This design comes from an exercise in tuning for small area on the open sky130 flow, not from production work. Only simulation tests tie the RTL to the original design; equivalence was not proved. Power is estimated from default activity; no workload was simulated.

## MacArray
module MacArray
#(
    parameter MAC_ROW        = 4,
    parameter MAC_COL        = 4,
    parameter IFMAP_BITWIDTH = 16,
    parameter W_BITWIDTH     = 8,
    parameter OFMAP_BITWIDTH = 32
)
(
    input  logic                                   clk,
    input  logic                                   rstn,
    input  logic                                   w_prefetch_in,
    input  logic                                   w_enable_in,
    input  logic [MAC_COL-1:0][W_BITWIDTH-1:0]     w_data_in,
    input  logic                                   ifmap_start_in,
    input  logic [MAC_ROW-1:0]                     ifmap_enable_in,
    input  logic [MAC_ROW-1:0][IFMAP_BITWIDTH-1:0] ifmap_data_in,
    output logic [MAC_COL-1:0]                     ofmap_valid_out,
    output logic [MAC_COL-1:0][OFMAP_BITWIDTH-1:0] ofmap_data_out
);
Size: ~6,600 cells after synthesis, ~240 I/O pins, roughly 64,000 um^2 of cells after synthesis.
Settings: LEC_CHECK=0, ABC_CLOCK_PERIOD_IN_PS=10000, CAP_MARGIN=20, CORE_MARGIN=2, CORE_UTILIZATION=60, CTS_BUF_LIST=sky130_fd_sc_hd__clkbuf_4, CTS_CLUSTER_SIZE=20, PLACE_DENSITY=0.7, SLEW_MARGIN=20, SYNTH_HIERARCHICAL=1; clock period 10.0 ns.
standard.sh (not shown) runs the stock make flow with config.mk's settings and CLKGATE_MAP_FILE= SYNTH_SCRIPT=/design/flow/synth_recipe.tcl, a recipe that flattens the netlist after the stock synthesis.
==> flow/flow/run.sh <==
#!/bin/bash
# Layout flow: the standard synthesis, then an area-oriented re-mapping of the
# combinational logic (every cell except the registers, full adders, half
# adders and tie cells is turned back into logic and mapped again by ABC for
# area), then the standard flow from floorplan to finish.
# Each tool's output goes to a log file of its own in this folder.
set -euo pipefail
R=orfs/results/${FLOW_PLATFORM:-sky130hd}/MacArray/base
LIB=${FLOW_HOME}/platforms/sky130hd/lib/sky130_fd_sc_hd__tt_025C_1v80.lib
YOSYS=$(command -v yosys || echo /OpenROAD-flow-scripts/tools/install/yosys/bin/yosys)

bash standard.sh synth > 1_synth_standard.log 2>&1
cp $R/1_2_yosys.v 1_2_yosys_standard.v

DONT_USE=""
for c in $(sed -n 's/^export DONT_USE_CELLS += //p; /^ *sky130_fd_sc_hd__/p' ${FLOW_HOME}/platforms/sky130hd/config.mk | tr -d '\\'); do
  DONT_USE="$DONT_USE -dont_use $c"
done
cat > remap.abc <<EOF
strash
dch
map -a
topo
EOF
cat > remap.ys <<EOF
read_liberty -ignore_miss_func $LIB
read_verilog 1_2_yosys_standard.v
hierarchy -top MacArray
setattr -mod -set keep_hierarchy 1 sky130_fd_sc_hd__fa_1 sky130_fd_sc_hd__ha_1 sky130_fd_sc_hd__dfxtp_1 sky130_fd_sc_hd__conb_1
flatten
opt_clean
abc -liberty $LIB -script remap.abc $DONT_USE
opt_clean -purge
tee -o remap_stat.txt stat -liberty $LIB
select MacArray
write_verilog -noattr -noexpr -nohex -nodec -selected 1_2_yosys_remapped.v
EOF
$YOSYS -s remap.ys > 1_remap_yosys.log 2>&1
cp 1_2_yosys_remapped.v $R/1_2_yosys.v
touch $R/1_2_yosys.v

bash standard.sh finish > 2_layout_standard.log 2>&1
==> next run, changes <==
==> flow/flow/run.sh (replaced) <==
#!/bin/bash
# Standard layout; keep a copy of the helper scripts for reference.
set -e
ls -la > ls.txt
bash standard.sh > standard.log 2>&1
- CORE_UTILIZATION: 60 -> 65
- CTS_BUF_LIST: sky130_fd_sc_hd__clkbuf_4 -> not set
- CTS_CLUSTER_SIZE: 20 -> not set
- PLACE_DENSITY: 0.7 -> 0.75
- cell count fell by 8.7%
- non-clock buffer count rose by 101
- sequential share of layout area fell by 2.5 points
- synthesized area rose by 20%
- wire length fell by 5.3%
- hold slack gets better by 0.15 ns
- design area rose by 13%
==> next run, changes <==
==> flow/flow/run.sh (replaced) <==
#!/bin/bash
# Layout flow: the standard synthesis, then an area-oriented re-mapping of the
# combinational logic (every cell except the registers, full adders, half
# adders and tie cells is turned back into logic and mapped again by ABC for
# area), then the standard flow from floorplan to finish.
# Each tool's output goes to a log file of its own in this folder.
set -euo pipefail
R=orfs/results/${FLOW_PLATFORM:-sky130hd}/MacArray/base
LIB=${FLOW_HOME}/platforms/sky130hd/lib/sky130_fd_sc_hd__tt_025C_1v80.lib
YOSYS=$(command -v yosys || echo /OpenROAD-flow-scripts/tools/install/yosys/bin/yosys)

bash standard.sh synth > 1_synth_standard.log 2>&1
cp $R/1_2_yosys.v 1_2_yosys_standard.v

DONT_USE=""
for c in $(sed -n 's/^export DONT_USE_CELLS += //p; /^ *sky130_fd_sc_hd__/p' ${FLOW_HOME}/platforms/sky130hd/config.mk | tr -d '\\'); do
  DONT_USE="$DONT_USE -dont_use $c"
done
cat > remap.abc <<EOF
strash
dch
map -a
topo
EOF
cat > remap.ys <<EOF
read_liberty -ignore_miss_func $LIB
read_verilog 1_2_yosys_standard.v
hierarchy -top MacArray
setattr -mod -set keep_hierarchy 1 sky130_fd_sc_hd__fa_1 sky130_fd_sc_hd__ha_1 sky130_fd_sc_hd__dfxtp_1 sky130_fd_sc_hd__conb_1
flatten
opt_clean
abc -liberty $LIB -script remap.abc $DONT_USE
opt_clean -purge
tee -o remap_stat.txt stat -liberty $LIB
select MacArray
write_verilog -noattr -noexpr -nohex -nodec -selected 1_2_yosys_remapped.v
EOF
$YOSYS -s remap.ys > 1_remap_yosys.log 2>&1
cp 1_2_yosys_remapped.v $R/1_2_yosys.v
touch $R/1_2_yosys.v

bash standard.sh finish > 2_layout_standard.log 2>&1
- CORE_UTILIZATION: 65 -> 60
- PLACE_DENSITY: 0.75 -> 0.7
Effect: Combinational power is higher by 30%. Non-clock buffer count is lower by 100. Utilization is lower by 0.92 points. Via count is higher by 9.5%. Total power is higher by 8.6%. Register-to-register slack got worse by 0.21 ns.
==> next run, changes <==
--- a/flow/flow/run.sh
+++ b/flow/flow/run.sh
@@ -42 +42,6 @@
-bash standard.sh finish > 2_layout_standard.log 2>&1
+# Clock tree: mid-size clock buffers in larger sink clusters, no dummy loads.
+# Ports: buffered as in the standard flow, with the smallest buffer.
+bash standard.sh finish \
+  "CTS_ARGS=-sink_clustering_enable -repair_clock_nets -buf_list sky130_fd_sc_hd__clkbuf_8 -dont_use_dummy_load -sink_clustering_size 15 -sink_clustering_max_diameter 80" \
+  "BUFFER_PORTS_ARGS=-buffer_cell sky130_fd_sc_hd__buf_1" \
+  > 2_layout_standard.log 2>&1
=>
- non-clock buffer count falls by 4
- via count fell by about 0.8%
- first-iteration DRC count went up by about 1.4%
- register-to-register slack improved by 0.21 ns
- count of clock-buffer cells in the layout fell by 53
- power drops by 16%
- cell area falls by 5.0%
- core utilization falls by 3.4 points
- fmax went up by about 2.4%
- setup slack improved by 0.21 ns
- clock skew rises by 0.043 ns


before:
Another version of the RTL of MacArray (not shown whole).
Size: roughly 6500 cells after synthesis, ~240 I/O pins.
clock: 10.0 ns
lec_check: 0
abc_clock_period_in_ps: 10000
cap_margin: 5
core_margin: 2
core_utilization: 70
place_density: 0.8
slew_margin: 5
synth_hierarchical: 1
==> flow/flow/run.sh <==
#!/bin/bash
# Layout flow: the standard synthesis, then an area-oriented re-mapping of the
# combinational logic (every cell except the registers, full adders, half
# adders and tie cells is turned back into logic and mapped again by ABC for
# area), then the standard flow from floorplan to finish.
# Each tool's output goes to a log file of its own in this folder.
set -euo pipefail
R=orfs/results/${FLOW_PLATFORM:-sky130hd}/MacArray/base
LIB=${FLOW_HOME}/platforms/sky130hd/lib/sky130_fd_sc_hd__tt_025C_1v80.lib
YOSYS=$(command -v yosys || echo /OpenROAD-flow-scripts/tools/install/yosys/bin/yosys)

bash standard.sh synth > 1_synth_standard.log 2>&1
cp $R/1_2_yosys.v 1_2_yosys_standard.v

DONT_USE=""
for c in $(sed -n 's/^export DONT_USE_CELLS += //p; /^ *sky130_fd_sc_hd__/p' ${FLOW_HOME}/platforms/sky130hd/config.mk | tr -d '\\'); do
  DONT_USE="$DONT_USE -dont_use $c"
done
cat > remap.abc <<EOF
strash
dch
map -a
topo
EOF
cat > remap.ys <<EOF
read_liberty -ignore_miss_func $LIB
read_verilog 1_2_yosys_standard.v
hierarchy -top MacArray
setattr -mod -set keep_hierarchy 1 sky130_fd_sc_hd__fa_1 sky130_fd_sc_hd__ha_1 sky130_fd_sc_hd__dfxtp_1 sky130_fd_sc_hd__conb_1
flatten
opt_clean
abc -liberty $LIB -script remap.abc $DONT_USE
opt_clean -purge
tee -o remap_stat.txt stat -liberty $LIB
select MacArray
write_verilog -noattr -noexpr -nohex -nodec -selected 1_2_yosys_remapped.v
EOF
$YOSYS -s remap.ys > 1_remap_yosys.log 2>&1
cp 1_2_yosys_remapped.v $R/1_2_yosys.v
touch $R/1_2_yosys.v

# Clock tree: mid-size clock buffers in larger sink clusters, no dummy loads.
# Ports: buffered as in the standard flow, with the smallest buffer.
bash standard.sh finish \
  "CTS_ARGS=-sink_clustering_enable -repair_clock_nets -buf_list sky130_fd_sc_hd__clkbuf_8 -dont_use_dummy_load -sink_clustering_size 15 -sink_clustering_max_diameter 80" \
  "BUFFER_PORTS_ARGS=-buffer_cell sky130_fd_sc_hd__buf_1" \
  > 2_layout_standard.log 2>&1
> inputs changed (before -> after)
Settings: PLACE_DENSITY changed from 0.8 to 0.7; CAP_MARGIN changed from 5 to 20; SLEW_MARGIN changed from 5 to 20; CORE_UTILIZATION changed from 70 to 60.
Notes after the runs:
Looking at utilization after layout across after and before, the one that comes out higher is before.
Fraction of met3 tracks used by global routing is lower on after
In after, the global-route wire length before repair came out about 0.6% above the value in before.
The lower CTS buffer count of after and before is in after.

[static timing again, ports no longer ideal]
The flow's constraints put no driver on any port. The routed layouts listed below were extracted and timed again, unchanged, in two steps.
Step 1 assumes that a clkbuf_16 drives the clock port and a buf_2 every other input.
Step 2 adds t to the input delays and takes it off the output delays; t is the mean of the earliest and latest rising clock arrival at the registers after step 1. Input paths then give back, and output paths get back, about the clock's delay inside the block.
Three values: ideal ports, drivers, drivers and shift; two values: the first two.
run	t, ns	setup WS [ns]	hold WS [ns]	worst setup path after step 2	latest minus earliest clock arrival (ns)
the first run of note 1	1.152	1.255 / 1.255 / 1.255	0.328 / 0.328 / 0.328	register to register	0.107 / 0.107
the second run of note 1	0.755	1.467 / 1.467 / 1.320	0.478 / 0.478 / 0.478	input to register	0.026 / 0.026
the third run of note 1	0.736	1.260 / 1.260 / 1.260	0.351 / 0.351 / 0.351	register to register	0.042 / 0.043
the fourth run of note 1	0.764	1.467 / 1.467 / 1.467	0.359 / 0.359 / 0.359	register to register	0.103 / 0.103
before	0.816	1.214 / 1.214 / 0.737	0.328 / 0.328 / 0.328	input to register	0.112 / 0.113
after	0.799	1.286 / 1.286 / 0.692	0.360 / 0.360 / 0.360	input to register	0.061 / 0.061
After both steps every run listed still meets setup and hold. For after, which loses most, drivers alone change the setup slack by 0.000 ns; drivers and shift together by -0.594 ns.
